Context: an optimization exercise on an open-source flow, tuned for small area, a short achievable clock period and few clock cycles. The choices shown serve that exercise and are no tape-out recipe.
At most, simulation tests tie the RTL to the original design; equivalence was not proved.
The RTL of runs 1, 6 and 8 was laid out without a check of its function.
Power figures rest on the tool's default switching activity, not on a simulated workload.

<file path="flow/design.v">
module addsub16 (
	input  logic [15:0] a,
	input  logic [15:0] bb,
	input  logic        sub,
	output logic [15:0] s,
	output logic        zero);    
	logic [15:0] g0, p0, g1, p1, g2, p2, g3, p3, g4;
	logic [15:0] c;
	assign g0 = (a & bb) | {15'b0, (a[0] ^ bb[0]) & sub};
	assign p0 = a ^ bb;
	genvar i;
	generate
		for (i = 0; i < 16; i = i + 1) begin : pfx
			if (i >= 1) begin
				assign g1[i] = g0[i] | (p0[i] & g0[i-1]);
				assign p1[i] = p0[i] & p0[i-1];
			end else begin
				assign g1[i] = g0[i];
				assign p1[i] = p0[i];
			end
			if (i >= 2) begin
				assign g2[i] = g1[i] | (p1[i] & g1[i-2]);
				assign p2[i] = p1[i] & p1[i-2];
			end else begin
				assign g2[i] = g1[i];
				assign p2[i] = p1[i];
			end
			if (i >= 4) begin
				assign g3[i] = g2[i] | (p2[i] & g2[i-4]);
				assign p3[i] = p2[i] & p2[i-4];
			end else begin
				assign g3[i] = g2[i];
				assign p3[i] = p2[i];
			end
			if (i >= 8) assign g4[i] = g3[i] | (p3[i] & g3[i-8]);
			else        assign g4[i] = g3[i];
		end
	endgenerate
	assign c = {g4[14:0], sub};
	assign s = p0 ^ c;
	assign zero = ~|(p0 ^ {a[14:0] | bb[14:0], sub});
endmodule
module pcadd (
	input  logic [9:0] pc,
	input  logic [7:0] d,
	output logic [9:0] pc_inc,
	output logic [9:0] pc_jmp);
	assign pc_inc = pc + 10'd1;
	assign pc_jmp = pc + {2'b00, d};
endmodule
module neg16 (
	input  logic [15:0] a,
	output logic [15:0] n);
	logic [15:0] lo;    
	genvar i;
	generate
		for (i = 0; i < 16; i = i + 1) begin : b
			if (i == 0) assign lo[i] = 1'b0;
			else        assign lo[i] = |a[i-1:0];
		end
	endgenerate
	assign n = a ^ lo;
endmodule
module mux16 (
	input  logic        s,
	input  logic [15:0] a,
	input  logic [15:0] b,
	output logic [15:0] o);
	assign o = s ? a : b;
endmodule
module simplecpu (
	input  logic        rst,
	input  logic        clk,
	output logic [9:0]  pc,
	input  logic [15:0] inst,
	output logic [7:0]  d_addr,
	output logic        d_wr,
	output logic [15:0] d_wdata,
	input  logic [15:0] d_rdata,
	output logic        halted);
	logic [9:0]   pc_q;
	logic         f_halt;             
	logic [255:0] regs;               
	logic [15:0]  valid;              
	logic [15:0]  nz;                 
	logic         r_we, r_st, r_halt;
	logic         r_mem, r_not, r_sub, r_dsel, r_azero, r_loc;
	logic         r_afwd, r_bfwd;     
	logic [3:0]   r_pa, r_wa;
	logic [7:0]   r_d;                
	logic         x_we, x_st, x_halt, x_cin;
	logic [3:0]   x_wa;
	logic [15:0]  x_a, x_b;
	logic [15:0]  sum;                
	logic         sum_zero;
	logic [3:0]  op, ra, pa;
	logic [7:0]  d;
	logic        is_jmp, is_jmz, is_halt, is_mem, is_st, is_dsel, is_azero, writes;
	logic        r_hit, x_hit, z_ra, stall, taken, hold, f_ok;
	logic [9:0]  pc_inc, pc_jmp;
	assign op = inst[15:12];
	assign ra = inst[11:8];
	assign d  = inst[7:0];
	assign is_halt  = op[3];
	assign is_jmp   = (op == 4'h7);
	assign is_jmz   = (op == 4'h5);
	assign is_st    = (op[2:0] == 3'h1);
	assign is_mem   = (op[2:0] == 3'h0) | (op[2:0] == 3'h6);                  
	assign is_dsel  = (op[2:0] == 3'h3) | is_st;                             
	assign is_azero = (op[2:0] == 3'h3) | is_mem;                            
	assign writes   = is_mem | (op[2:0] == 3'h2) | (op[2:0] == 3'h3) | (op[2:0] == 3'h4);
	assign pa       = is_st ? ra : inst[7:4];
	assign r_hit = r_we & (r_wa == ra);
	assign x_hit = x_we & (x_wa == ra);
	assign z_ra  = r_hit ? (r_d == 8'h00) : x_hit ? sum_zero : ~nz[ra];
	assign stall = (is_jmz & r_hit & ~r_loc) | (is_mem & r_st);
	assign taken = is_jmp | (is_jmz & z_ra);
	assign hold  = f_halt | is_halt | stall;
	assign f_ok  = ~f_halt & ~is_halt & ~stall;
	pcadd pcadd (.pc(pc_q), .d(d), .pc_inc(pc_inc), .pc_jmp(pc_jmp));
	always_ff @(posedge clk) begin
		if (rst) begin
			pc_q   <= '0;
			f_halt <= 1'b0;
		end else begin
			if (~hold) pc_q <= taken ? pc_jmp : pc_inc;
			if (is_halt) f_halt <= 1'b1;
		end
	end
	always_ff @(posedge clk) begin
		if (rst) begin
			r_we   <= 1'b0;
			r_st   <= 1'b0;
			r_halt <= 1'b0;
		end else begin
			r_we   <= f_ok & ~op[3] & writes;
			r_st   <= f_ok & (op == 4'h1);
			r_halt <= f_halt | is_halt;
		end
	end
	always_ff @(posedge clk) begin
		r_mem   <= is_mem;
		r_not   <= (op[2:0] == 3'h6);
		r_sub   <= (op[2:0] == 3'h4);
		r_loc   <= (op[2:0] == 3'h3);
		r_dsel  <= is_dsel;
		r_azero <= is_azero;
		r_pa    <= pa;
		r_wa    <= ra;
		r_d     <= d;
		r_afwd  <= r_we & (r_wa == pa) & ~is_azero;
		r_bfwd  <= r_we & (r_wa == inst[3:0]) & ~is_dsel & ~is_mem;
	end
	logic [15:0] p_rd, q_rd, a_nxt, b_nxt, b_rd;
	assign p_rd = (valid[r_pa] & ~r_azero) ? regs[16*r_pa +: 16] : 16'h0000;
	assign q_rd = valid[r_d[3:0]] ? regs[16*r_d[3:0] +: 16] : 16'h0000;
	assign b_rd = r_mem  ? ({16{r_not}} ^ d_rdata) :
	              r_dsel ? {8'h00, r_d} : ({16{r_sub}} ^ q_rd);
	mux16 amux (.s(r_afwd), .a(sum), .b(p_rd), .o(a_nxt));
	mux16 bmux (.s(r_bfwd), .a(sum ^ {16{r_sub}}), .b(b_rd), .o(b_nxt));
	always_ff @(posedge clk) begin
		if (rst) begin
			x_we   <= 1'b0;
			x_st   <= 1'b0;
			x_halt <= 1'b0;
		end else begin
			x_we   <= r_we;
			x_st   <= r_st;
			x_halt <= r_halt;
		end
	end
	always_ff @(posedge clk) begin
		x_cin <= r_sub | r_not;
		x_wa  <= r_wa;
		x_a   <= a_nxt;
		x_b   <= b_nxt;
	end
	addsub16 alu (.a(x_a), .bb(x_b), .sub(x_cin), .s(sum), .zero(sum_zero));
	always_ff @(posedge clk) begin
		if (rst) begin
			valid <= '0;
			nz    <= '0;
		end else if (x_we) begin
			valid[x_wa] <= 1'b1;
			nz[x_wa]    <= ~sum_zero;
		end
	end
	genvar g;
	generate
		for (g = 0; g < 16; g = g + 1) begin : rf
			always_ff @(posedge clk)
				if (x_we && x_wa == g) regs[16*g +: 16] <= sum;
		end
	endgenerate
	assign pc      = pc_q;
	assign d_addr  = x_st ? x_b[7:0] : r_d;
	assign d_wr    = x_st;
	assign d_wdata = x_a;
	assign halted  = x_halt;
endmodule
</file>
<file path="flow/flow/run.sh">
#!/bin/bash
# Standard ORFS layout (the standard.sh, synthesis unchanged), except that the
# input/output port buffers are sky130_fd_sc_hd__buf_2 cells instead of the default
# pick (a slow delay buffer). ORFS keeps each step's log under orfs/logs/; make's
# own output goes to standard.log here.
set -euo pipefail
bash standard.sh "BUFFER_PORTS_ARGS=-buffer_cell sky130_fd_sc_hd__buf_2" finish > standard.log 2>&1
</file>
<file path="flow/standard.sh">
#!/bin/bash
# synth_recipe.tcl (not shown) runs the flow's synth.tcl, then flattens the netlist and writes it again
# the make line also repeats each setting of config.mk as NAME=value (left out here)
make -C /OpenROAD-flow-scripts/flow DESIGN_CONFIG=/design/flow/config.mk WORK_HOME=/design/flow/orfs CLKGATE_MAP_FILE= SYNTH_SCRIPT=/design/flow/synth_recipe.tcl "${@:-finish}"
</file>
<file path="flow/config.mk">
export PLATFORM = sky130hd
export DESIGN_NAME = simplecpu
export DESIGN_NICKNAME = simplecpu
export VERILOG_FILES = /design/flow/design.v
export SDC_FILE = /design/flow/constraint.sdc
export NUM_CORES = 4
export LEC_CHECK = 0
export CAP_MARGIN = 20
export CORE_MARGIN = 2
export CORE_UTILIZATION = 40
export PLACE_DENSITY = 0.6
export SETUP_SLACK_MARGIN = 4.1
export SLEW_MARGIN = 20
export SYNTH_HIERARCHICAL = 1
</file>
<file path="flow/constraint.sdc">
create_clock -name core_clock -period 7.0 [get_ports {clk}]
set_input_delay 1.4000 -clock core_clock [delete_from_list [all_inputs] [get_ports {clk}]]
set_output_delay 1.4000 -clock core_clock [all_outputs]
set_load 0.01 [all_outputs]
</file>
==> results of run 1 <==
==> layout make-up <==
class / instances / area, sq um
fillers: 4152 / 25200
flip-flops and latches: 366 / 9920
multi-input cells: 824 / 8850
repair buffers: 141 / 1270
clock buffers: 44 / 973
well taps: 615 / 769
inverters: 62 / 245
clock inverters: 25 / 224
==> cell usage after synthesis, types with 4 or more instances <==
master      n  area [sq um]
o21bai_1    4          30.0
nor4b_1    11          96.3
inv_1      61           229
a221o_1    18           180
o21a_1      6          45.0
ha_1       43           538
buf_1       5          18.8
a21o_1      9          67.6
and3_1     12          75.1
mux2i_1    49           490
dfxtp_1   110          2200
a22oi_1    26           195
o21ai_0    11          55.1
nor3_1     11          55.1
mux4_2    141          3180
a211oi_1   10          75.1
nor2_1     77           289
nor4_1      5          31.3
clkbuf_1   47           176
edfxtp_1  256          7690
a221oi_1   26           228
o211ai_1    9          67.6
and2_1      5          31.3
nand3_1    14          70.1
buf_4       5          37.5
buf_6      10           113
mux2_4     20           300
nand2_1    54           203
xnor2_1    35           307
nand2b_1    7          43.8
xor2_1     55           482
nor3b_1     8          60.1
mux2_2     25           282
a21oi_1    38           190
nor2b_1    39           244
nand4_1     8          50.1
buf_2      22           110
==> registers in the layout, summed over array words and instances, names as in the netlist, 4 cells and up <==
name	cells
x_a	16
nz	16
pc_q	10
r_wa	4
valid	16
r_d	8
regs	256
r_pa	4
x_b	16
x_wa	4
==> Yosys stat by module, one instance, submodules excluded <==
module | copies in the design | flops+latches | cell area [sq um]
pcadd | 1 | 0 | 531
simplecpu | 1 | 366 | 16700
mux16 | 2 | 0 | 249
addsub16 | 1 | 0 | 1350
==> worst register-to-register path, delay by kind of cell (launching register included) <==
family / cells / cell delay, ns
compound gates: 4 / 1.32
buf+inv: 3 / 0.56
flops: 1 / 0.43
mux: 2 / 0.36
simple gates: 1 / 0.10
==> per-stage QoR <==
step                      hold slack, ns  worst slack, ns
after floorplan                    0.397             3.75
after global placement             0.422             3.25
after detailed placement           0.421             3.26
after CTS                          0.442             4.01
after global routing               0.459             4.04
final                              0.435             4.10
==> cell families after synthesis <==
group | synth area share [%]
DFF | 51.7
and+or+nand+nor | 7.21
adders and majority gates | 3.13
buffers and inverters | 4.07
xor gates and xnor gates | 4.12
AOI/OAI and AO/OA | 7.49
muxes | 22.2
==> per-layer routing <==
layer  vias to the layer above  track usage (%)  wire length, um
met1                      6204             27.8            21200
met5                         -                0                0
met2                       517             35.9            26100
met3                        72             2.61             3580
li1                       5386                -                -
met4                         0             5.41             1110
==> final timing paths <==
check | slack [ns] | cells after the start | to | startpoint
worst max-delay path | 4.10 | 3 | d_addr[0] | r_d[0]$_DFF_P_
worst min-delay path | 0.43 | 0 | x_wa[1]$_DFF_P_ | r_wa[1]$_DFF_P_
worst max register to register | 4.14 | 10 | x_b[12]$_DFF_P_ | r_d[0]$_DFF_P_
worst min register to register | 0.43 | 0 | x_wa[1]$_DFF_P_ | r_wa[1]$_DFF_P_
==> report_power, final <==
group	switching [mW]	internal [mW]	leakage [nW]
logic	0.377	0.302	4.14
registers	0.0480	2.40	3.24
clock network	0.864	1.12	0.592
==> what timing repair did <==
item	CTS	global route
pin swaps	6	3
buffers inserted	14	14
resized for setup	60	29
gates cloned	6	4
hold endpoints to repair	0	0
endpoints found under the setup margin	146	51
==> impl_metrics.yaml, run 1 <==
route:
  drc_errors: 0
  wl_per_cell_um: 25.1
  drtPass1Iterations: 5
  ant_nets: 0
  drt-initial-drc-count: 1175
  vias: 12200
  vias_per_cell: 5.86
  wirelength_mm: 52.0
clock_tree:
  postCtsHoldBufs: 0
  cts_tree: "yes"
  clk_pin_slew_ns: 0.06
  cts_buffers: 38
  ctsHtreeMaxLevel: 2
  clock_latency_ns: 0.55
  cts-root-buf: "clkbuf_16"
  cts.sinks: 366
  clock_path_buffers: 3
layout:
  num_antenna_cells: 0
  drive_gt1_share_pct: 32.1
  most-common-layout-cells: "256 x edfxtp_1, 141 x mux4_2, 102 x dfxtp_1"
  layout_commonest_cell: "edfxtp_1"
  final-instance-count-excl-fill: 2077
  design_area_sq_um: 22300
  final_util_pct: 46.9
  final_net_count: 1513
  area_growth_pct: 16.4
floorplan:
  dieArea_sq_um: 49500
  start_util_pct: 40.3
  ios: 70
  rows: 80
  core_area_sq_um: 47400
  die_y_um: 223
  die_w_um: 223
sta:
  rsz0062_at_grt: "true"
  finalCritPeriodShare_pct: 41.4
  relSlewSlack_pct: 26.6
  skew_ns: 0.0257
  worstMarginPinSlew_ns: 1.10
  setup_violations: 0
  maxSlewViolCount: 0
  fin_setup_tns_ns: 0
  timing.final.hold_violations: 0
  layout_min_cycle_time_ns: 2.90
  clock.fmax_ghz: 0.345
synth:
  ys_ff_latch: 366
  yosysSeqAreaShare_pct: 51.7
  synth-edff-count: 256
  synth.distinct_cells: 74
  synth_flop_cell: "edfxtp_1"
  yosysWarnings: 7
  avgSynthCellArea_sq_um: 14.2
  syn_area_sq_um: 19100
  syn_inst: 1345
  async_reset_ff_share_pct: 0
global_routing:
  grt_pass1_vias: 12000
  antenna_found_initial: 1
  grt_max_degree: 40
  overflow: 0
  grt_pass1_wl_mm: 76.9
  track_usage_pct: 20.8
worst_setup_path:
  crit_arrival_ns: 1.50
  path_delay_family: "flip-flops"
  crit_buf_inv: 2
  critPathSlowestCell: "dfxtp_4"
  critPathKind: "flop to primary output"
  slowest_delay_ns: 0.39
  cp_max_fo: 7
  cp.required_ns: 5.60
  cp-start-kind: "flop"
  end_kind: "primary output"
  crit_path_cell_trace: "buf_16 > mux2_4 > buf_6"
placed_design:
  placed_area_sq_um: 20100
  place_hpwl_mm: 31.4
  io_buffers: 69
  gp_congestion: 0.833
  dp.cells: 1970
pwr:
  powerDensity_nw_per_um2: 229
  power_mw: 5.11
  max-vdd-ir-drop_uv: 140
  p_leak_nw: 7.97
outcome:
  status: "timing/DRC/antenna clean"
hold_path:
  min_path_type: "flop to flop"
run:
  drv_cap: 0
==> run 2: changes to the inputs <==
--- a/flow/design.v
+++ b/flow/design.v
@@ -68,6 +68,16 @@
 	output logic [15:0] o);
 	assign o = s ? a : b;
 endmodule
+module rdmux (
+	input  logic [255:0] regs,
+	input  logic [15:0]  sel,
+	output logic [15:0]  o);
+	always_comb begin
+		o = '0;
+		for (int r = 0; r < 16; r++)
+			o = o | (regs[16*r +: 16] & {16{sel[r]}});
+	end
+endmodule
 module simplecpu (
 	input  logic        rst,
 	input  logic        clk,
@@ -84,9 +94,10 @@
 	logic [15:0]  valid;              
 	logic [15:0]  nz;                 
 	logic         r_we, r_st, r_halt;
-	logic         r_mem, r_not, r_sub, r_dsel, r_azero, r_loc;
+	logic         r_mem, r_not, r_sub, r_dsel, r_loc;
 	logic         r_afwd, r_bfwd;     
-	logic [3:0]   r_pa, r_wa;
+	logic [3:0]   r_wa;
+	logic [15:0]  r_psel, r_qsel;     
 	logic [7:0]   r_d;                
 	logic         x_we, x_st, x_halt, x_cin;
 	logic [3:0]   x_wa;
@@ -127,6 +138,8 @@
 			if (is_halt) f_halt <= 1'b1;
 		end
 	end
+	logic [15:0] valid_nxt;
+	assign valid_nxt = valid | ({15'h0000, x_we} << x_wa);
 	always_ff @(posedge clk) begin
 		if (rst) begin
 			r_we   <= 1'b0;
@@ -144,16 +157,16 @@
 		r_sub   <= (op[2:0] == 3'h4);
 		r_loc   <= (op[2:0] == 3'h3);
 		r_dsel  <= is_dsel;
-		r_azero <= is_azero;
-		r_pa    <= pa;
+		r_psel  <= is_azero ? 16'h0000 : (valid_nxt & (16'h0001 << pa));
+		r_qsel  <= valid_nxt & (16'h0001 << inst[3:0]);
 		r_wa    <= ra;
 		r_d     <= d;
 		r_afwd  <= r_we & (r_wa == pa) & ~is_azero;
 		r_bfwd  <= r_we & (r_wa == inst[3:0]) & ~is_dsel & ~is_mem;
 	end
 	logic [15:0] p_rd, q_rd, a_nxt, b_nxt, b_rd;
-	assign p_rd = (valid[r_pa] & ~r_azero) ? regs[16*r_pa +: 16] : 16'h0000;
-	assign q_rd = valid[r_d[3:0]] ? regs[16*r_d[3:0] +: 16] : 16'h0000;
+	rdmux pmux (.regs(regs), .sel(r_psel), .o(p_rd));
+	rdmux qmux (.regs(regs), .sel(r_qsel), .o(q_rd));
 	assign b_rd = r_mem  ? ({16{r_not}} ^ d_rdata) :
 	              r_dsel ? {8'h00, r_d} : ({16{r_sub}} ^ q_rd);
 	mux16 amux (.s(r_afwd), .a(sum), .b(p_rd), .o(a_nxt));
--- a/flow/config.mk
+++ b/flow/config.mk
@@ -9,6 +9,6 @@
 export CORE_MARGIN = 2
 export CORE_UTILIZATION = 40
 export PLACE_DENSITY = 0.6
-export SETUP_SLACK_MARGIN = 4.1
+export SETUP_SLACK_MARGIN = 4.4
 export SLEW_MARGIN = 20
 export SYNTH_HIERARCHICAL = 1
==> impl_metrics.yaml, run 2 <==
outcome:
  status: "timing/DRC/antenna clean"
global_routing:
  antenna_found_initial: 0
  grt_pass1_vias: 12700
  grt_pass1_wl_mm: 77.0
  grt_max_degree: 40
  overflow: 0
  track_usage_pct: 21.0
layout:
  final_net_count: 1621
  area_growth_pct: 15.5
  final-instance-count-excl-fill: 2174
  layout_commonest_cell: "edfxtp_1"
  largest_reg_flops: 256
  most-common-layout-cells: "256 x edfxtp_1, 138 x a22o_1, 123 x a221oi_1"
  drive_gt1_share_pct: 22.1
  top_register: "regs"
  num_antenna_cells: 0
synth:
  synthTopCellsByCount: "256 x edfxtp_1, 138 x a22o_1, 137 x dfxtp_1, 127 x a221oi_1, 91 x nor2_1"
  syn_area_sq_um: 18500
  yosys-top-cells-area: "edfxtp_1 42%, dfxtp_1 15%, a22o_1 6.5%, a221oi_1 6.0%, ha_1 2.9%"
  yosysMostFrequentCell: "edfxtp_1"
  async_reset_ff_share_pct: 0
  ys_ff_latch: 393
  yosysTopAreaCell: "edfxtp_1"
  synth.distinct_cells: 66
  avgSynthCellArea_sq_um: 12.4
  yosysWarnings: 8
  synth_top_area_share_pct: 41.6
  synth-edff-count: 256
  synth_flop_cell: "edfxtp_1"
  yosysSeqAreaShare_pct: 56.4
  syn_inst: 1485
floorplan:
  core_area_sq_um: 45500
  rows: 78
  die_y_um: 219
  die_w_um: 219
  dieArea_sq_um: 48000
  ios: 70
  start_util_pct: 40.7
placed_design:
  place_hpwl_mm: 35.2
  gp_congestion: 0.889
  dp.cells: 2062
  io_buffers: 69
route:
  wl_per_cell_um: 23.7
  drc_errors: 0
  drt-initial-drc-count: 1091
  wirelength_mm: 51.6
  vias_per_cell: 5.96
  drtPass1Iterations: 5
  vias: 13000
  ant_nets: 0
clock_tree:
  cts_tree: "yes"
  cts_buffers: 41
  clock_latency_ns: 0.54
  ctsHtreeMaxLevel: 2
  clock_path_buffers: 3
  cts.sinks: 393
  cts-root-buf: "clkbuf_16"
  clk_pin_slew_ns: 0.06
hold_path:
  min_path_type: "flop to flop"
run:
  drv_cap: 0
worst_setup_path:
  end_kind: "primary output"
  cp_max_fo: 5
  critPathKind: "flop to primary output"
  crit_arrival_ns: 1.46
  cp.required_ns: 5.60
  cp-start-kind: "flop"
pwr:
  max-vdd-ir-drop_uv: 162
  powerDensity_nw_per_um2: 241
  p_leak_nw: 7.54
sta:
  rsz0062_at_grt: "true"
  finalCritPeriodShare_pct: 40.9
  layout_min_cycle_time_ns: 2.86
  fin_setup_tns_ns: 0
  maxSlewViolCount: 0
  relSlewSlack_pct: 25.4
  worstMarginPinSlew_ns: 1.12
  timing.final.hold_violations: 0
  clock.fmax_ghz: 0.349
  skew_ns: 0.0138
  setup_violations: 0
run 2: logic make-up after synthesis:
| group | synth area share, % |
|---|---|
| AO/OA/AOI/OAI | 18.1 |
| XOR/XNOR | 5.16 |
| adder cells (fa/ha/maj) | 3.24 |
| buffers and inverters | 5.16 |
| flip-flops | 56.4 |
| multiplexers | 3.77 |
| AND/OR/NAND/NOR | 8.12 |
run 2: cell type report:
cell class                      instances  area (sq um)
Fill cell                            4099         24100
Sequential cell                       393         10500
Multi-Input combinational cell        928          7730
Clock buffer                           53          1120
Timing Repair Buffer                  124           898
Tap cell                              600           751
Inverter                               53           199
Clock inverter                         23           190
run 2: stage by stage:
step	utilization (%)	cell area, sq um	worst slack, ns	hold WS [ns]	total power [mW]
final	47.0	21400	4.14	0.432	5.14
after global routing	47.0	21400	4.10	0.444	5.30
after CTS	46.1	20900	4.08	0.434	5.13
after detailed placement	42.1	19100	3.31	0.422	2.96
after global placement	42.1	19100	3.41	0.422	2.95
after floorplan	-	18600	4.04	0.398	2.84
run 2: repair_timing:
| action | in CTS | in global routing |
|---|---|---|
| setup buffers | 19 | 15 |
| cloned | 2 | 0 |
| resized for setup | 68 | 68 |
| endpoints found under the setup margin | 187 | 128 |
| pin swaps | 20 | 23 |
| hold buffers | 0 | 0 |
run 2: final timing paths:
check,startpoint,endpoint,slack [ns],depth (start not counted)
setup / recovery,x_st$_SDFF_PP0_,d_addr[0],4.14,3
hold / removal,r_wa[0]$_DFF_P_,x_wa[0]$_DFF_P_,0.43,0
setup reg to reg,x_a[10]$_DFF_P_,pc_q[8]$_SDFFE_PP0N_,4.39,13
hold reg to reg,r_wa[0]$_DFF_P_,x_wa[0]$_DFF_P_,0.43,0
run 2: power by group:
group	switching, mW	internal, mW
registers	0.0343	2.53
logic	0.250	0.177
clock network	0.903	1.25
total	1.19	3.95
run 2: critical path, cell delays in order, from the launching register on:
cell	delay, ns
dfxtp_4	0.36
buf_8	0.13
mux2_4	0.32
buf_6	0.12
run 2: layer usage:
layer	vias to the layer above	routed length [um]	part of all wire, %	global-route usage [%]
met2	374	25300	49	35.1
met5	-	0	0	0
met1	6594	22500	44	28.2
met4	0	1750	3.4	7.30
met3	98	2120	4.1	2.73
li1	5886	-	-	-
run 2: Yosys stat by module, one instance, submodules excluded:
module,flops+latches,cells inside,times used
addsub16,0,179,1
rdmux,0,176,2
mux16,0,18,2
pcadd,0,71,1
simplecpu,393,847,1
Testbench counts of run 2, summed over its fixed seeds: cycles 74,821.
==> run 3: changes to the inputs <==
--- a/flow/config.mk
+++ b/flow/config.mk
@@ -9,6 +9,6 @@
 export CORE_MARGIN = 2
 export CORE_UTILIZATION = 40
 export PLACE_DENSITY = 0.6
-export SETUP_SLACK_MARGIN = 4.4
+export SETUP_SLACK_MARGIN = 4.1
 export SLEW_MARGIN = 20
 export SYNTH_HIERARCHICAL = 1
==> impl_metrics.yaml, run 3 <==
synth:
  yosysTopAreaCell: "edfxtp_1"
  synth_flop_cell: "edfxtp_1"
  yosysMostFrequentCell: "edfxtp_1"
  synth-edff-count: 256
  yosysWarnings: 8
  avgSynthCellArea_sq_um: 12.4
  yosysSeqAreaShare_pct: 56.4
  synth.distinct_cells: 66
  async_reset_ff_share_pct: 0
  ys_ff_latch: 393
  syn_inst: 1485
  synthTopCellsByCount: "256 x edfxtp_1, 138 x a22o_1, 137 x dfxtp_1, 127 x a221oi_1, 91 x nor2_1"
  yosys-top-cells-area: "edfxtp_1 42%, dfxtp_1 15%, a22o_1 6.5%, a221oi_1 6.0%, ha_1 2.9%"
  synth_top_area_share_pct: 41.6
  syn_area_sq_um: 18500
sta:
  skew_ns: 0.0177
  timing.final.hold_violations: 0
  whs_ns: 0.434
  rsz0062_at_grt: "true"
  fin_setup_tns_ns: 0
  maxSlewViolCount: 0
  finalCritPeriodShare_pct: 40.9
  setup_violations: 0
  clock.fmax_ghz: 0.349
  worstMarginPinSlew_ns: 1.10
  layout_min_cycle_time_ns: 2.86
  relSlewSlack_pct: 26.8
clock_tree:
  cts_buffers: 42
  ctsHtreeMaxLevel: 2
  clk_pin_slew_ns: 0.06
  cts-root-buf: "clkbuf_16"
  clock_latency_ns: 0.55
  cts.sinks: 393
  cts_tree: "yes"
  postCtsHoldBufs: 0
  clock_path_buffers: 3
global_routing:
  grt_pass1_vias: 12800
  grt_pass1_wl_mm: 76.4
  antenna_found_initial: 0
  track_usage_pct: 21.0
  overflow: 0
  grt_max_degree: 40
run:
  drv_cap: 0
placed_design:
  dp.cells: 2065
  placed_area_sq_um: 19100
  place_hpwl_mm: 35.2
  io_buffers: 69
  gp_congestion: 0.860
layout:
  final-instance-count-excl-fill: 2148
  design_area_sq_um: 20600
  most-common-layout-cells: "256 x edfxtp_1, 138 x a22o_1, 135 x dfxtp_1"
  layout_commonest_cell: "edfxtp_1"
  num_antenna_cells: 0
  drive_gt1_share_pct: 16.3
  top_register: "regs"
  largest_reg_flops: 256
  final_net_count: 1595
  area_growth_pct: 11.4
floorplan:
  die_w_um: 219
  rows: 78
  dieArea_sq_um: 48000
  start_util_pct: 40.7
  die_y_um: 219
  ios: 70
  core_area_sq_um: 45500
hold_path:
  min_path_type: "flop to flop"
route:
  ant_nets: 0
  drtPass1Iterations: 5
  wl_per_cell_um: 23.6
  vias: 12800
  drt-initial-drc-count: 1150
  wirelength_mm: 50.6
  drc_errors: 0
  vias_per_cell: 5.97
worst_setup_path:
  crit_arrival_ns: 1.46
  cp_max_fo: 9
  cp-start-kind: "flop"
  critPathKind: "flop to primary output"
  end_kind: "primary output"
  cp.required_ns: 5.60
  reg2reg_slack_ns: 4.18
outcome:
  status: "timing/DRC/antenna clean"
pwr:
  max-vdd-ir-drop_uv: 191
  powerDensity_nw_per_um2: 245
  p_leak_nw: 7.27
-- run 3: final timing paths --
| kind | endpoint | startpoint | cells past startpoint |
|---|---|---|---|
| max reg2reg | x_b[12]$_DFF_P_ | x_a[0]$_DFF_P_ | 11 |
| min reg2reg | x_wa[3]$_DFF_P_ | r_wa[3]$_DFF_P_ | 0 |
| min | x_wa[3]$_DFF_P_ | r_wa[3]$_DFF_P_ | 0 |
| max | d_addr[5] | x_st$_SDFF_PP0_ | 2 |
-- run 3: timing repair --
| item | 4_1_cts | 5_1_grt |
|---|---|---|
| setup endpoints to repair | 105 | 16 |
| pin swaps | 6 | 2 |
| hold endpoints to repair | 0 | 0 |
| buffers inserted | 5 | 1 |
| cloned | 0 | 0 |
| resized for setup | 15 | 9 |
-- run 3: layout make-up --
class	count	area (sq um)
Timing Repair Buffer	98	577
Inverter	53	199
Sequential cell	393	10400
Clock inverter	16	77.6
Multi-Input combinational cell	927	7330
Clock buffer	61	1220
Tap cell	600	751
Fill cell	4155	24900
-- run 3: critical path, stage by stage (launching register included) --
cell and delay, ns:
dfxtp_4 0.42, mux2_2 0.36, buf_2 0.14
-- run 3: kinds of logic after synthesis --
family          count (synthesis)  share of synthesized area [%]
compound gates                409                           18.1
xor+xnor                      109                           5.16
fa+ha+maj                      46                           3.24
buf+inv                       165                           5.16
flops                         393                           56.4
mux                            53                           3.77
simple gates                  310                           8.12
-- run 3: layer usage --
metal	routed length [um]	GRT usage (%)	vias up
met5	0	0	-
met1	21900	27.4	6417
met2	24500	35.3	445
met3	2380	2.73	120
li1	-	-	5839
met4	1870	8.09	0
-- run 3: per-module statistics from Yosys, one instance, submodules excluded --
module | times used | cell area [sq um] | cells | flops+latches
mux16 | 2 | 249 | 18 | 0
rdmux | 2 | 1480 | 176 | 0
simplecpu | 1 | 13200 | 847 | 393
addsub16 | 1 | 1350 | 179 | 0
pcadd | 1 | 531 | 71 | 0
-- run 3: through the flow --
step	worst slack, ns	util, %	power (mW)
after floorplan	4.02	-	2.84
after global placement	3.45	42.0	2.95
after detailed placement	3.33	42.0	2.95
after CTS	4.11	45.2	5.06
after global routing	4.05	45.3	5.20
final	4.14	45.3	5.04
-- run 3: report_power, final --
group	internal, mW	total (mW)	switching, mW
Combinational	0.131	0.361	0.230
Sequential	2.53	2.56	0.0328
Clock	1.21	2.12	0.905
==> run 4: changes to the inputs <==
--- a/flow/design.v
+++ b/flow/design.v
@@ -4,19 +4,39 @@
 	input  logic        sub,
 	output logic [15:0] s,
 	output logic        zero);    
-	logic [15:0] g0, p0, g1, p1, g2, p2, g3, p3, g4;
-	logic [15:0] c;
-	assign g0 = (a & bb) | {15'b0, (a[0] ^ bb[0]) & sub};
-	assign p0 = a ^ bb;
+	logic [15:0] p, g, k, c;
+	xor16 px (.a(a), .b(bb), .o(p));
+	and16 gx (.a(a), .b(bb), .o(g));
+	or16  kx (.a(a), .b(bb), .o(k));
+	prefix16 pf (.p(p), .g(g), .cin(sub), .c(c));
+	xor16 sx (.a(p), .b(c), .o(s));
+	assign zero = ~|(p ^ {k[14:0], sub});
+endmodule
+module xor16 (input logic [15:0] a, input logic [15:0] b, output logic [15:0] o);
+	assign o = a ^ b;
+endmodule
+module and16 (input logic [15:0] a, input logic [15:0] b, output logic [15:0] o);
+	assign o = a & b;
+endmodule
+module or16 (input logic [15:0] a, input logic [15:0] b, output logic [15:0] o);
+	assign o = a | b;
+endmodule
+module prefix16 (
+	input  logic [15:0] p,
+	input  logic [15:0] g,
+	input  logic        cin,
+	output logic [15:0] c);
+	logic [15:0] g0, g1, p1, g2, p2, g3, p3, g4;
+	assign g0 = {g[15:1], g[0] | (p[0] & cin)};
 	genvar i;
 	generate
 		for (i = 0; i < 16; i = i + 1) begin : pfx
 			if (i >= 1) begin
-				assign g1[i] = g0[i] | (p0[i] & g0[i-1]);
-				assign p1[i] = p0[i] & p0[i-1];
+				assign g1[i] = g0[i] | (p[i] & g0[i-1]);
+				assign p1[i] = p[i] & p[i-1];
 			end else begin
 				assign g1[i] = g0[i];
-				assign p1[i] = p0[i];
+				assign p1[i] = p[i];
 			end
 			if (i >= 2) begin
 				assign g2[i] = g1[i] | (p1[i] & g1[i-2]);
@@ -36,9 +56,7 @@
 			else        assign g4[i] = g3[i];
 		end
 	endgenerate
-	assign c = {g4[14:0], sub};
-	assign s = p0 ^ c;
-	assign zero = ~|(p0 ^ {a[14:0] | bb[14:0], sub});
+	assign c = {g4[14:0], cin};
 endmodule
 module pcadd (
 	input  logic [9:0] pc,
==> impl_metrics.yaml, run 4 <==
sta:
  layout_min_cycle_time_ns: 2.85
  whs_ns: 0.432
  worstMarginPinSlew_ns: 1.13
  skew_ns: 0.0107
  timing.final.hold_violations: 0
  finalCritPeriodShare_pct: 40.8
  maxSlewViolCount: 0
  relSlewSlack_pct: 24.7
  clock.fmax_ghz: 0.350
  setup_violations: 0
  fin_setup_tns_ns: 0
  rsz0062_at_grt: "true"
clock_tree:
  cts_buffers: 40
  postCtsHoldBufs: 0
  cts_tree: "yes"
  cts.sinks: 393
  ctsHtreeMaxLevel: 2
  clock_latency_ns: 0.54
  clock_path_buffers: 3
  cts-root-buf: "clkbuf_16"
  clk_pin_slew_ns: 0.06
global_routing:
  antenna_found_initial: 2
  overflow: 0
  grt_pass1_vias: 12600
  track_usage_pct: 21.5
  grt_pass1_wl_mm: 76.6
  grt_max_degree: 40
layout:
  design_area_sq_um: 20400
  final_net_count: 1528
  area_growth_pct: 12.2
  largest_reg_flops: 256
  top_register: "regs"
  layout_commonest_cell: "edfxtp_1"
  drive_gt1_share_pct: 16.7
  most-common-layout-cells: "256 x edfxtp_1, 139 x a22o_1, 135 x dfxtp_1"
  final-instance-count-excl-fill: 2111
route:
  drtPass1Iterations: 6
  wirelength_mm: 51.8
  drt-initial-drc-count: 1174
  wl_per_cell_um: 24.5
  ant_nets: 0
  drc_errors: 0
  vias_per_cell: 6.09
  vias: 12900
floorplan:
  rows: 78
  core_area_sq_um: 45100
  dieArea_sq_um: 47100
  die_y_um: 217
  start_util_pct: 40.2
  ios: 70
  die_w_um: 217
pwr:
  powerDensity_nw_per_um2: 248
  switchingPower_mw: 1.16
  p_leak_nw: 7.25
  power.share.sequential_pct: 50.9
  power_frac_comb_pct: 6.6
  p_sw_share_pct: 23.0
  p_clk_share_pct: 42.4
  max-vdd-ir-drop_uv: 219
  p_int_mw: 3.88
synth:
  yosysWarnings: 8
  syn_inst: 1441
  syn_area_sq_um: 18100
  avgSynthCellArea_sq_um: 12.6
worst_setup_path:
  reg2reg_slack_ns: 4.20
  timing.rr.start: "x_b[2]$_DFF_P_"
  crit_arrival_ns: 1.45
  cp.required_ns: 5.60
  cp-startpoint: "x_st$_SDFF_PP0_"
  cp-start-kind: "flop"
  cp_max_fo: 9
  critPathKind: "flop to primary output"
  end_kind: "primary output"
hold_path:
  min_from: "r_wa[2]$_DFF_P_"
  min_path_type: "flop to flop"
outcome:
  status: "timing/DRC/antenna clean"
placed_design:
  gp_congestion: 0.910
  place_hpwl_mm: 34.7
  placed_area_sq_um: 18800
  io_buffers: 69
  dp.cells: 2032
run:
  drv_cap: 0
run 4: final timing paths:
check,endpoint,cells after the start
worst max register to register,x_a[13]$_DFF_P_,9
worst max-delay path,d_addr[4],2
worst min register to register,x_wa[2]$_DFF_P_,0
worst min-delay path,x_wa[2]$_DFF_P_,0
run 4: timing repair:
action                                  4_1_cts  5_1_grt
setup buffers                                 3        1
gates resized for setup                       9       17
pin swaps                                     2        1
endpoints found under the setup margin       34       20
run 4: worst max-delay path: stages, from the launching register on:
cell     delay, ns
dfxtp_4       0.42
mux2_2        0.35
buf_2         0.14
run 4: power groups by stage:
stage / logic [mW] / clock network [mW] / registers [mW]
CTS: 0.329 / 2.17 / 2.57
finish: 0.335 / 2.14 / 2.57
detailed placement: 0.323 / 0 / 2.62
global placement: 0.317 / 0 / 2.61
floorplan: 0.225 / 0 / 2.60
global route: 0.365 / 2.26 / 2.57
run 4: area by class of cell:
class,count,area (sq um)
Timing Repair Buffer,102,611
Fill cell,4139,24700
Inverter,18,67.6
Antenna cell,2,5.00
Sequential cell,393,10400
Clock inverter,20,185
Multi-Input combinational cell,924,7190
Tap cell,600,751
Clock buffer,52,1110
run 4: layer usage:
metal,GRT usage [%],part of all wire [%],vias to the layer above
met3,3.20,6.4,126
met5,0,0.025,-
met4,9.57,4.1,2
met1,28.2,42,6465
li1,-,-,5723
met2,35.4,48,548
run 4: metrics by stage:
step	worst slack (ns)	power (mW)	util, %
floorplan	4.04	2.82	-
global placement	3.48	2.93	41.7
detailed placement	3.46	2.94	41.7
CTS	4.12	5.07	44.8
global route	4.09	5.19	45.1
finish	4.15	5.05	45.1
Testbench counts of run 4, summed over its fixed seeds: cycles 74,821.
==> run 5: changes to the inputs <==
--- a/flow/config.mk
+++ b/flow/config.mk
@@ -9,6 +9,6 @@
 export CORE_MARGIN = 2
 export CORE_UTILIZATION = 40
 export PLACE_DENSITY = 0.6
-export SETUP_SLACK_MARGIN = 4.1
+export SETUP_SLACK_MARGIN = 4.3
 export SLEW_MARGIN = 20
 export SYNTH_HIERARCHICAL = 1
==> impl_metrics.yaml, run 5 <==
sta:
  maxSlewViolCount: 0
  fin_setup_tns_ns: 0
  skew_ns: 0.0157
  clock.fmax_ghz: 0.351
  setup_violations: 0
  worstMarginPinSlew_ns: 1.13
  timing.final.hold_violations: 0
  whs_ns: 0.431
  layout_min_cycle_time_ns: 2.85
  relSlewSlack_pct: 24.4
  finalCritPeriodShare_pct: 40.7
  rsz0062_at_grt: "true"
clock_tree:
  cts_buffers: 42
  ctsHtreeMaxLevel: 2
  cts-root-buf: "clkbuf_16"
  cts.sinks: 393
  clock_latency_ns: 0.54
  clk_pin_slew_ns: 0.06
  cts_tree: "yes"
  clock_path_buffers: 3
  postCtsHoldBufs: 0
outcome:
  status: "timing/DRC/antenna clean"
worst_setup_path:
  end_kind: "primary output"
  critPathKind: "flop to primary output"
  cp-startpoint: "x_st$_SDFF_PP0_"
  cp_max_fo: 4
  slowest_delay_ns: 0.36
  timing.rr.start: "x_b[9]$_DFF_P_"
  cp.required_ns: 5.60
  reg2reg_slack_ns: 4.37
  path_delay_family: "flip-flops"
  critPathSlowestCell: "dfxtp_4"
  cp-start-kind: "flop"
  crit_path_cell_trace: "buf_6 > mux2_4 > buf_6"
  cpMostUsedCell: "buf_6"
  crit_arrival_ns: 1.45
  crit_buf_inv: 2
route:
  drt-initial-drc-count: 1288
  vias_per_cell: 6.04
  drc_errors: 0
  wirelength_mm: 52.5
  drtPass1Iterations: 5
  ant_nets: 0
  wl_per_cell_um: 24.6
  vias: 12900
global_routing:
  overflow: 0
  track_usage_pct: 21.6
  grt_pass1_wl_mm: 77.7
  grt_max_degree: 40
  antenna_found_initial: 0
  grt_pass1_vias: 12600
layout:
  fillers: 4073
  area_growth_pct: 15.7
  layout_commonest_cell: "edfxtp_1"
  final_net_count: 1549
  drive_gt1_share_pct: 20.2
  top_register: "regs"
  largest_reg_flops: 256
  num_antenna_cells: 0
  most-common-layout-cells: "256 x edfxtp_1, 139 x a22o_1, 125 x a221oi_1"
hold_path:
  min_path_type: "flop to flop"
  min_from: "r_wa[3]$_DFF_P_"
synth:
  syn_area_sq_um: 18100
  avgSynthCellArea_sq_um: 12.6
  syn_inst: 1441
  yosysWarnings: 8
floorplan:
  die_y_um: 217
  die_w_um: 217
  core_area_sq_um: 45100
  dieArea_sq_um: 47100
  ios: 70
  start_util_pct: 40.2
  rows: 78
pwr:
  p_leak_nw: 7.50
  powerDensity_nw_per_um2: 247
  max-vdd-ir-drop_uv: 158
run:
  drv_cap: 0
placed_design:
  place_hpwl_mm: 34.6
  io_buffers: 69
  gp_congestion: 0.872
run 5: power by group:
| part | leakage, nW | switching, mW | internal, mW | total [mW] |
|---|---|---|---|---|
| clock | 0.679 | 0.910 | 1.33 | 2.24 |
| combinational | 3.37 | 0.221 | 0.150 | 0.372 |
| sequential | 3.45 | 0.0482 | 2.53 | 2.58 |
| total | 7.50 | 1.18 | 4.01 | 5.19 |
run 5: per-stage QoR:
| stage | power [mW] | worst slack (ns) | cells | util [%] | cell area, sq um |
|---|---|---|---|---|---|
| floorplan | 2.82 | 4.04 | 1441 | - | 18200 |
| global placement | 2.93 | 3.47 | 2032 | 41.7 | 18800 |
| finish | 5.19 | 4.15 | 2134 | 46.5 | 21000 |
| CTS | 5.19 | 4.14 | 2120 | 45.8 | 20600 |
| detailed placement | 2.94 | 3.46 | 2032 | 41.7 | 18800 |
| global route | 5.35 | 4.10 | 2134 | 46.5 | 21000 |
run 5: final timing paths:
path	end	cells past startpoint
hold reg to reg	x_wa[3]$_DFF_P_	0
hold / removal	x_wa[3]$_DFF_P_	0
setup reg to reg	x_b[15]$_DFF_P_	10
setup / recovery	d_addr[2]	3
run 5: final cells by class:
type | instances | area (sq um) | share of cell area (%)
sequential | 393 | 10500 | 49.8
multi-input combinational | 925 | 7490 | 35.7
clock buffer | 60 | 1220 | 5.82
timing repair buffer | 120 | 831 | 3.96
tap | 600 | 751 | 3.58
clock inverter | 18 | 171 | 0.817
inverter | 18 | 67.6 | 0.322
run 5: timing repair:
item	in CTS	in global routing
gates cloned	0	1
pin swaps	7	18
endpoints found under the setup margin	83	41
buffers inserted	10	13
gates resized for setup	54	50
run 5: layer usage:
metal  track usage [%]  part of all wire, %  wire (um)  vias up
met5                 0                    0          0        -
met4              7.03                  3.1       1620        0
met3              2.87                  5.7       2980       92
met2              35.9                   49      25500      495
met1              29.2                   43      22400     6526
li1                  -                    -          -     5767
==> run 6: changes to the inputs <==
--- a/flow/design.v
+++ b/flow/design.v
@@ -182,6 +182,9 @@
 		r_afwd  <= r_we & (r_wa == pa) & ~is_azero;
 		r_bfwd  <= r_we & (r_wa == inst[3:0]) & ~is_dsel & ~is_mem;
 	end
+	logic [7:0] d_addr_q;
+	always_ff @(posedge clk)
+		d_addr_q <= (r_st & ~rst) ? r_d : d;
 	logic [15:0] p_rd, q_rd, a_nxt, b_nxt, b_rd;
 	rdmux pmux (.regs(regs), .sel(r_psel), .o(p_rd));
 	rdmux qmux (.regs(regs), .sel(r_qsel), .o(q_rd));
@@ -224,7 +227,7 @@
 		end
 	endgenerate
 	assign pc      = pc_q;
-	assign d_addr  = x_st ? x_b[7:0] : r_d;
+	assign d_addr  = d_addr_q;
 	assign d_wr    = x_st;
 	assign d_wdata = x_a;
 	assign halted  = x_halt;
--- a/flow/config.mk
+++ b/flow/config.mk
@@ -9,6 +9,6 @@
 export CORE_MARGIN = 2
 export CORE_UTILIZATION = 40
 export PLACE_DENSITY = 0.6
-export SETUP_SLACK_MARGIN = 4.3
+export SETUP_SLACK_MARGIN = 4.1
 export SLEW_MARGIN = 20
 export SYNTH_HIERARCHICAL = 1
==> impl_metrics.yaml, run 6 <==
sta:
  fin_setup_tns_ns: 0
  clock.fmax_ghz: 0.348
  setup_violations: 0
  skew_ns: 0.0187
  maxSlewViolCount: 0
  relSlewSlack_pct: 26.3
  finalCritPeriodShare_pct: 41.0
  worstMarginPinSlew_ns: 1.10
  layout_min_cycle_time_ns: 2.87
  timing.final.hold_violations: 0
  rsz0062_at_grt: "true"
worst_setup_path:
  crit_arrival_ns: 3.31
  critPathKind: "input port to flop"
  crit_path_cell_trace: "clkbuf_4 > ha_1 > inv_1 > fa_1 > inv_1 > a21oi_1 > o211ai_1 > o21ai_0 > xnor2_1 > nor4b_2 > a221o_1"
  cp.required_ns: 7.44
  slowest_delay_ns: 0.40
  path_delay_family: "compound AO/OA/AOI/OAI gates"
  critPathSlowestCell: "fa_1"
  crit_buf_inv: 3
  cpMostUsedCell: "inv_1"
  cp_max_fo: 11
  end_kind: "flop"
  cp-start-kind: "input port"
layout:
  largest_reg_flops: 256
  layout_commonest_cell: "edfxtp_1"
  top_register: "regs"
  final_util_pct: 45.4
  drive_gt1_share_pct: 16.1
  most-common-layout-cells: "256 x edfxtp_1, 140 x dfxtp_1, 138 x a22o_1"
  fillers: 4138
  final_net_count: 1528
  num_antenna_cells: 0
  area_growth_pct: 12.1
clock_tree:
  cts_buffers: 41
  clock_path_buffers: 3
  clock_latency_ns: 0.55
  ctsHtreeMaxLevel: 2
  postCtsHoldBufs: 0
  cts.sinks: 401
  clk_pin_slew_ns: 0.06
  cts_tree: "yes"
  cts-root-buf: "clkbuf_16"
pwr:
  p_clk_share_pct: 42.8
  switchingPower_mw: 1.18
  p_sw_share_pct: 22.6
  max-vdd-ir-drop_uv: 199
  power_frac_comb_pct: 6.9
  power.share.sequential_pct: 50.4
  powerDensity_nw_per_um2: 253
  p_int_mw: 4.03
  p_leak_nw: 7.39
route:
  wl_per_cell_um: 24.1
  drc_errors: 0
  drtPass1Iterations: 8
  wirelength_mm: 50.9
  ant_nets: 0
  drt-initial-drc-count: 1058
  vias_per_cell: 6.03
  vias: 12700
synth:
  yosysWarnings: 8
  avgSynthCellArea_sq_um: 12.7
  syn_area_sq_um: 18400
  syn_inst: 1446
global_routing:
  grt.met1_usage_pct: 28.4
  antenna_found_initial: 0
  overflow: 0
  groute.layer.met3.usage_pct: 2.67
  grt_pass1_vias: 12500
  grt_util_met2_pct: 34.4
  track_usage_pct: 21.1
  grt_max_degree: 40
  grt_pass1_wl_mm: 76.7
  top_usage_layer: "met2"
floorplan:
  rows: 78
  die_y_um: 218
  die_w_um: 218
  core_area_sq_um: 45400
  ios: 70
  start_util_pct: 40.5
  dieArea_sq_um: 47600
outcome:
  status: "timing/DRC/antenna clean"
placed_design:
  gp_congestion: 0.900
  place_hpwl_mm: 35.0
  io_buffers: 69
run:
  drv_cap: 0
hold_path:
  min_path_type: "flop to flop"
[run 6: final timing paths]
path / end / slack, ns / depth (start not counted) / from
worst min register to register: x_wa[3]$_DFF_P_ / 0.44 / 0 / r_wa[3]$_DFF_P_
worst max-delay path: pc_q[8]$_SDFFE_PP0N_ / 4.13 / 11 / inst[0]
worst min-delay path: x_wa[3]$_DFF_P_ / 0.44 / 0 / r_wa[3]$_DFF_P_
worst max register to register: pc_q[1]$_SDFFE_PP0N_ / 4.18 / 10 / x_a[10]$_DFF_P_
[run 6: routing by layer]
| metal | vias to the layer above | wire length, um |
|---|---|---|
| li1 | 5731 | - |
| met1 | 6429 | 22000 |
| met2 | 440 | 24400 |
| met3 | 107 | 2440 |
| met4 | 0 | 2010 |
| met5 | - | 0 |
[run 6: cell type report]
cell class / instances / area [sq um] / share of cell area, %
Inverter: 28 / 105 / 0.510
Clock buffer: 54 / 1130 / 5.47
Tap cell: 600 / 751 / 3.65
Clock inverter: 18 / 219 / 1.06
Timing Repair Buffer: 98 / 572 / 2.78
Multi-Input combinational cell: 909 / 7220 / 35.1
Sequential cell: 401 / 10600 / 51.5
[run 6: through the flow]
stage,hold slack [ns],instances,setup WS (ns),power (mW),instance area [sq um]
6_report,0.441,2108,4.13,5.21,20600
3_5_place_dp,0.429,2032,3.30,3.01,19000
5_1_grt,0.460,2108,4.01,5.37,20600
2_1_floorplan,0.397,1446,3.87,2.88,18400
3_3_place_gp,0.433,2032,3.32,3.00,19000
4_1_cts,0.437,2104,4.10,5.22,20400
[run 6: timing repair]
action	in CTS	in global routing
pin swaps	1	2
gates resized for setup	12	24
endpoints found under the setup margin	28	13
setup buffers	0	4
[run 6: power by group through the flow]
stage / clock, mW / sequential (mW) / combinational (mW)
floorplan: 0 / 2.65 / 0.231
global placement: 0 / 2.67 / 0.336
detailed placement: 0 / 2.67 / 0.342
CTS: 2.25 / 2.62 / 0.347
global route: 2.35 / 2.63 / 0.388
finish: 2.23 / 2.63 / 0.358
==> run 7: changes to the inputs <==
--- a/flow/design.v
+++ b/flow/design.v
@@ -182,9 +182,6 @@
 		r_afwd  <= r_we & (r_wa == pa) & ~is_azero;
 		r_bfwd  <= r_we & (r_wa == inst[3:0]) & ~is_dsel & ~is_mem;
 	end
-	logic [7:0] d_addr_q;
-	always_ff @(posedge clk)
-		d_addr_q <= (r_st & ~rst) ? r_d : d;
 	logic [15:0] p_rd, q_rd, a_nxt, b_nxt, b_rd;
 	rdmux pmux (.regs(regs), .sel(r_psel), .o(p_rd));
 	rdmux qmux (.regs(regs), .sel(r_qsel), .o(q_rd));
@@ -227,7 +224,7 @@
 		end
 	endgenerate
 	assign pc      = pc_q;
-	assign d_addr  = d_addr_q;
+	assign d_addr  = x_st ? x_b[7:0] : r_d;
 	assign d_wr    = x_st;
 	assign d_wdata = x_a;
 	assign halted  = x_halt;
--- a/flow/config.mk
+++ b/flow/config.mk
@@ -7,8 +7,8 @@
 export LEC_CHECK = 0
 export CAP_MARGIN = 20
 export CORE_MARGIN = 2
-export CORE_UTILIZATION = 40
-export PLACE_DENSITY = 0.6
+export CORE_UTILIZATION = 60
+export PLACE_DENSITY = 0.75
 export SETUP_SLACK_MARGIN = 4.1
 export SLEW_MARGIN = 20
 export SYNTH_HIERARCHICAL = 1
==> impl_metrics.yaml, run 7 <==
pwr:
  powerDensity_nw_per_um2: 256
  switchingPower_mw: 1.16
  p_clk_share_pct: 43.3
  p_leak_nw: 7.23
  power_frac_comb_pct: 6.5
  max-vdd-ir-drop_uv: 202
  p_sw_share_pct: 22.6
  p_int_mw: 3.95
  power_mw: 5.11
  power.share.sequential_pct: 50.2
hold_path:
  hold_end: "x_wa[2]$_DFF_P_"
  min_path_type: "flop to flop"
  min_from: "r_wa[2]$_DFF_P_"
  holdPathStages: 0
route:
  wl_per_cell_um: 26.2
  drc_errors: 0
  drtPass1Iterations: 5
  vias_per_cell: 6.85
  ant_nets: 0
  vias: 13000
  drt-initial-drc-count: 1506
  wirelength_mm: 49.6
clock_tree:
  cts_buffers: 41
  cts.sinks: 393
  ctsHtreeMaxLevel: 2
  cts-root-buf: "clkbuf_16"
  cts_tree: "yes"
  postCtsHoldBufs: 0
  clk_pin_slew_ns: 0.07
  clock_latency_ns: 0.54
  clock_path_buffers: 3
sta:
  whs_ns: 0.433
  setup_violations: 0
  finalCritPeriodShare_pct: 40.8
  fin_setup_tns_ns: 0
  timing.final.hold_violations: 0
  layout_min_cycle_time_ns: 2.86
  worstMarginPinSlew_ns: 1.14
  clock.fmax_ghz: 0.350
  rsz0062_at_grt: "false"
  maxSlewViolCount: 0
  relSlewSlack_pct: 23.8
  skew_ns: 0.0254
synth:
  syn_area_sq_um: 18100
  syn_inst: 1441
  yosysWarnings: 8
  avgSynthCellArea_sq_um: 12.6
layout:
  drive_gt1_share_pct: 15.9
  fillers: 2076
  final-instance-count-excl-fill: 1897
  largest_reg_flops: 256
  area_growth_pct: 10.1
  num_antenna_cells: 0
  final_util_pct: 67.2
  most-common-layout-cells: "256 x edfxtp_1, 139 x a22o_1, 135 x dfxtp_1"
  top_register: "regs"
  final_net_count: 1524
  layout_commonest_cell: "edfxtp_1"
worst_setup_path:
  crit_arrival_ns: 1.46
  reg2reg_slack_ns: 4.25
  critPathSlowestCell: "dfxtp_4"
  cp_max_fo: 9
  slowest_delay_ns: 0.42
  crit_path_cell_trace: "mux2_2 > buf_2"
  critPathKind: "flop to primary output"
  timing.rr.end: "pc_q[2]$_SDFFE_PP0N_"
  end_kind: "primary output"
  timing.rr.start: "x_a[13]$_DFF_P_"
  r2r_cells: 10
  cp.required_ns: 5.60
  cp-start-kind: "flop"
floorplan:
  ios: 70
  start_util_pct: 61.1
  die_y_um: 178
  die_w_um: 178
  core_area_sq_um: 29700
  rows: 63
  dieArea_sq_um: 31600
placed_design:
  gp_congestion: 0.907
  dp.cells: 1818
  io_buffers: 69
  place_hpwl_mm: 32.9
global_routing:
  grt_max_degree: 40
  grt_util_met2_pct: 51.1
  overflow: 0
  antenna_found_initial: 0
  grt_pass1_vias: 12500
  grt.met1_usage_pct: 39.8
  track_usage_pct: 31.0
  groute.layer.met3.usage_pct: 3.71
  top_usage_layer: "met2"
  grt_pass1_wl_mm: 73.6
run:
  drv_cap: 0
outcome:
  status: "timing/DRC/antenna clean"
[run 7: layout make-up]
| type | count | area (sq um) | share of cell area, % |
|---|---|---|---|
| Clock buffer | 54 | 1180 | 5.91 |
| Inverter | 18 | 67.6 | 0.338 |
| Multi-Input combinational cell | 924 | 7060 | 35.4 |
| Sequential cell | 393 | 10400 | 52.2 |
| Timing Repair Buffer | 97 | 556 | 2.78 |
| Clock inverter | 21 | 188 | 0.939 |
| Tap cell | 390 | 488 | 2.44 |
[run 7: repair_timing]
action / in CTS / in global routing
pin swaps: 2 / 0
setup buffers: 2 / 2
resized for setup: 6 / 5
setup endpoints to repair: 25 / 12
[run 7: per-layer routing]
metal | wire length [um] | up-vias
li1 | - | 5719
met1 | 19000 | 6418
met2 | 24100 | 696
met3 | 3650 | 157
met4 | 2940 | 0
met5 | 0 | -
[run 7: power groups by stage]
stage	logic, mW	clock network [mW]	registers (mW)
final	0.331	2.21	2.57
after global routing	0.358	2.30	2.57
after CTS	0.325	2.21	2.56
after detailed placement	0.320	0	2.61
after global placement	0.313	0	2.61
after floorplan	0.225	0	2.60
[run 7: metrics by stage]
| stage | area, sq um | setup slack, ns |
|---|---|---|
| after floorplan | 18200 | 4.04 |
| after global placement | 18500 | 3.54 |
| after detailed placement | 18500 | 3.50 |
| after CTS | 19900 | 4.13 |
| after global routing | 20000 | 4.10 |
| final | 20000 | 4.14 |
[run 7: critical path: cells and delay by family (launching register included)]
kind | cells | cell delay [ns]
buffers and inverters | 1 | 0.14
DFF | 1 | 0.42
muxes | 1 | 0.36
[run 7: worst max path at each step]
stage | start | endpoint | depth (start not counted)
after floorplan | inst[9] | pc_q[0]$_SDFFE_PP0N_ | 8
after global placement | inst[9] | pc_q[3]$_SDFFE_PP0N_ | 8
after detailed placement | inst[9] | pc_q[2]$_SDFFE_PP0N_ | 8
after CTS | x_st$_SDFF_PP0_ | d_addr[5] | 2
after global routing | x_b[2]$_DFF_P_ | x_b[12]$_DFF_P_ | 10
final | x_st$_SDFF_PP0_ | d_addr[5] | 2
Testbench counts of run 7, summed over its fixed seeds: cycles 74,821.
==> run 8: changes to the inputs <==
--- a/flow/design.v
+++ b/flow/design.v
@@ -63,8 +63,53 @@
 	input  logic [7:0] d,
 	output logic [9:0] pc_inc,
 	output logic [9:0] pc_jmp);
+	logic [9:0] p, g, c;
 	assign pc_inc = pc + 10'd1;
-	assign pc_jmp = pc + {2'b00, d};
+	xor10 px (.a(pc), .b({2'b00, d}), .o(p));
+	and10 gx (.a(pc), .b({2'b00, d}), .o(g));
+	prefix10 pf (.p(p), .g(g), .c(c));
+	xor10 sx (.a(p), .b(c), .o(pc_jmp));
+endmodule
+module xor10 (input logic [9:0] a, input logic [9:0] b, output logic [9:0] o);
+	assign o = a ^ b;
+endmodule
+module and10 (input logic [9:0] a, input logic [9:0] b, output logic [9:0] o);
+	assign o = a & b;
+endmodule
+module prefix10 (
+	input  logic [9:0] p,
+	input  logic [9:0] g,
+	output logic [9:0] c);
+	logic [9:0] g1, p1, g2, p2, g3, p3, g4;
+	genvar i;
+	generate
+		for (i = 0; i < 10; i = i + 1) begin : pfx
+			if (i >= 1) begin
+				assign g1[i] = g[i] | (p[i] & g[i-1]);
+				assign p1[i] = p[i] & p[i-1];
+			end else begin
+				assign g1[i] = g[i];
+				assign p1[i] = p[i];
+			end
+			if (i >= 2) begin
+				assign g2[i] = g1[i] | (p1[i] & g1[i-2]);
+				assign p2[i] = p1[i] & p1[i-2];
+			end else begin
+				assign g2[i] = g1[i];
+				assign p2[i] = p1[i];
+			end
+			if (i >= 4) begin
+				assign g3[i] = g2[i] | (p2[i] & g2[i-4]);
+				assign p3[i] = p2[i] & p2[i-4];
+			end else begin
+				assign g3[i] = g2[i];
+				assign p3[i] = p2[i];
+			end
+			if (i >= 8) assign g4[i] = g3[i] | (p3[i] & g3[i-8]);
+			else        assign g4[i] = g3[i];
+		end
+	endgenerate
+	assign c = {g4[8:0], 1'b0};
 endmodule
 module neg16 (
 	input  logic [15:0] a,
@@ -182,6 +227,9 @@
 		r_afwd  <= r_we & (r_wa == pa) & ~is_azero;
 		r_bfwd  <= r_we & (r_wa == inst[3:0]) & ~is_dsel & ~is_mem;
 	end
+	logic [7:0] d_addr_q;
+	always_ff @(posedge clk)
+		d_addr_q <= (r_st & ~rst) ? r_d : d;
 	logic [15:0] p_rd, q_rd, a_nxt, b_nxt, b_rd;
 	rdmux pmux (.regs(regs), .sel(r_psel), .o(p_rd));
 	rdmux qmux (.regs(regs), .sel(r_qsel), .o(q_rd));
@@ -224,7 +272,7 @@
 		end
 	endgenerate
 	assign pc      = pc_q;
-	assign d_addr  = x_st ? x_b[7:0] : r_d;
+	assign d_addr  = d_addr_q;
 	assign d_wr    = x_st;
 	assign d_wdata = x_a;
 	assign halted  = x_halt;
--- a/flow/config.mk
+++ b/flow/config.mk
@@ -9,6 +9,6 @@
 export CORE_MARGIN = 2
 export CORE_UTILIZATION = 60
 export PLACE_DENSITY = 0.75
-export SETUP_SLACK_MARGIN = 4.1
+export SETUP_SLACK_MARGIN = 4.3
 export SLEW_MARGIN = 20
 export SYNTH_HIERARCHICAL = 1
==> impl_metrics.yaml, run 8 <==
sta:
  rsz0062_at_grt: "true"
  setup_slack_ns: 4.24
  clock.fmax_ghz: 0.362
  skew_ns: 0.0215
  timing.final.hold_violations: 0
  layout_min_cycle_time_ns: 2.76
  finalCritPeriodShare_pct: 39.5
  setup_violations: 0
  maxSlewViolCount: 0
  relSlewSlack_pct: 26.8
  worstMarginPinSlew_ns: 1.10
  fin_setup_tns_ns: 0
placed_design:
  placed_area_sq_um: 18700
  io_buffers: 69
  post-place-ws_ns: 3.40
  place_hpwl_mm: 32.9
  gp_congestion: 0.987
floorplan:
  die_y_um: 179
  die_w_um: 179
  core_area_sq_um: 30400
  ios: 70
  start_util_pct: 60.5
  rows: 64
  dieArea_sq_um: 32100
pwr:
  max-vdd-ir-drop_uv: 188
  powerDensity_nw_per_um2: 253
  p_leak_nw: 7.54
worst_setup_path:
  reg2reg_slack_ns: 4.31
  timing.rr.start: "x_b[3]$_DFF_P_"
  timing.rr.end: "pc_q[9]$_SDFFE_PP0N_"
  r2r_cells: 10
  cp_max_fo: 8
  cp-startpoint: "inst[9]"
  cp-start-kind: "input port"
  end_kind: "flop"
  critPathKind: "input port to flop"
  crit_arrival_ns: 3.19
  critPathCapture: "pc_q[9]$_SDFFE_PP0N_"
  cp.required_ns: 7.43
route:
  vias_per_cell: 6.81
  drtPass1Iterations: 5
  ant_nets: 0
  wl_per_cell_um: 25.9
  vias: 13100
  wirelength_mm: 49.8
  drc_errors: 0
  drt-initial-drc-count: 1454
clock_tree:
  cts_buffers: 41
  clk_pin_slew_ns: 0.06
  cts.sinks: 401
  clock_path_buffers: 3
  cts_tree: "yes"
  postCtsHoldBufs: 0
  ctsHtreeMaxLevel: 2
  clock_latency_ns: 0.55
  cts-root-buf: "clkbuf_16"
run:
  drv_cap: 0
layout:
  fillers: 2078
  top_register: "regs"
  num_antenna_cells: 0
  drive_gt1_share_pct: 18.9
  area_growth_pct: 12.4
  most-common-layout-cells: "256 x edfxtp_1, 138 x a22o_1, 138 x dfxtp_1"
  final_net_count: 1538
  design_area_sq_um: 20700
  layout_commonest_cell: "edfxtp_1"
  final_util_pct: 68.0
  largest_reg_flops: 256
outcome:
  status: "timing/DRC/antenna clean"
global_routing:
  grt_pass1_vias: 12500
  antenna_found_initial: 0
  track_usage_pct: 30.2
  grt_max_degree: 40
  overflow: 0
  grt_pass1_wl_mm: 72.9
synth:
  syn_inst: 1452
  yosysWarnings: 8
  syn_area_sq_um: 18400
  avgSynthCellArea_sq_um: 12.7
hold_path:
  min_path_type: "flop to flop"
## run 8: per-stage QoR
stage	hold slack, ns	instances	power [mW]
after global routing	0.450	1924	5.36
final	0.439	1924	5.22
after detailed placement	0.424	1832	3.01
after floorplan	0.397	1454	2.89
after global placement	0.423	1832	3.00
after CTS	0.437	1913	5.19
## run 8: report_power, final
| part | switching (mW) | internal [mW] |
|---|---|---|
| clock network | 0.903 | 1.31 |
| logic | 0.229 | 0.148 |
| registers | 0.0488 | 2.58 |
| total | 1.18 | 4.04 |
## run 8: metal layers
layer | vias to the layer above | global-route usage, % | share of wire (%)
met5 | - | 0 | 0
met4 | 0 | 15.3 | 5.1
met3 | 142 | 3.60 | 6.6
met2 | 691 | 51.0 | 50
met1 | 6513 | 38.6 | 38
li1 | 5754 | - | -
## run 8: area by class of cell
cell class | count | area (sq um) | share of cell area, %
clock buffer | 53 | 1150 | 5.59
clock inverter | 20 | 204 | 0.986
inverter | 23 | 86.3 | 0.418
multi-input combinational | 922 | 7440 | 36.0
sequential | 401 | 10600 | 51.3
tap | 396 | 495 | 2.40
timing repair buffer | 109 | 693 | 3.35
## run 8: repair_timing
item / 4_1_cts / 5_1_grt
hold endpoints to repair: 0 / 0
setup endpoints to repair: 41 / 83
pin swaps: 7 / 8
cloned: 1 / 1
buffers inserted: 7 / 10
resized for setup: 27 / 51
## run 8: worst min path at each step
stage,start,to,depth (start not counted)
CTS,r_wa[2]$_DFF_P_,x_wa[2]$_DFF_P_,0
detailed placement,r_wa[2]$_DFF_P_,x_wa[2]$_DFF_P_,0
global route,r_wa[2]$_DFF_P_,x_wa[2]$_DFF_P_,0
floorplan,r_wa[3]$_DFF_P_,x_wa[3]$_DFF_P_,0
global placement,r_wa[0]$_DFF_P_,x_wa[0]$_DFF_P_,0
finish,r_wa[2]$_DFF_P_,x_wa[2]$_DFF_P_,0
## run 8: critical path, stage by stage
cell and delay (ns):
buf_12 0.10, mux4_2 0.49, mux2_4 0.28, nand2_2 0.07, a311oi_1 0.08, buf_4 0.17, or2_4 0.28, a221o_1 0.31

-- static timing again, ports no longer ideal --
In the flow no input, the clock included, has a driving cell. The finished layouts below were timed again as built, in two steps. Step 1 (the two cells are an assumption about what drives the block):
set clk [get_ports {clk}]
set_driving_cell -lib_cell sky130_fd_sc_hd__clkbuf_16 $clk
set_driving_cell -lib_cell sky130_fd_sc_hd__buf_2 [delete_from_list [all_inputs] $clk]
Step 2 times the ports against the registers' clock, not the clock port: input delays grow and output delays shrink by t, the midpoint of the rising clock arrivals with the driver on. Slacks: ideal ports / drivers / drivers and shift; pairs: ideal ports / drivers.
run	shift t [ns]	setup WS [ns]	clock arrival spread, ns	slew at the worst register clock pin (ns)	worst data-port slew with drivers (ns)
run 1	0.596	4.102 / 4.044 / 3.567	0.026 / 0.026	0.07 / 0.07	0.05
run 2	0.590	4.139 / 4.085 / 3.738	0.014 / 0.014	0.07 / 0.07	0.05
run 3	0.599	4.136 / 4.079 / 3.646	0.020 / 0.019	0.06 / 0.06	0.04
run 4	0.591	4.145 / 4.090 / 3.694	0.011 / 0.011	0.07 / 0.07	0.06
run 5	0.589	4.150 / 4.096 / 3.778	0.019 / 0.019	0.06 / 0.06	0.08
run 6	0.599	4.130 / 4.156 / 3.557	0.022 / 0.022	0.07 / 0.07	0.04
run 7	0.589	4.145 / 4.091 / 3.674	0.038 / 0.038	0.07 / 0.07	0.06
run 8	0.592	4.237 / 4.212 / 3.640	0.023 / 0.022	0.06 / 0.06	0.08
After both steps every run listed still meets setup and hold. The setup slack of run 8, which loses most, moves by -0.025 ns with the drivers and by -0.597 ns with both steps.
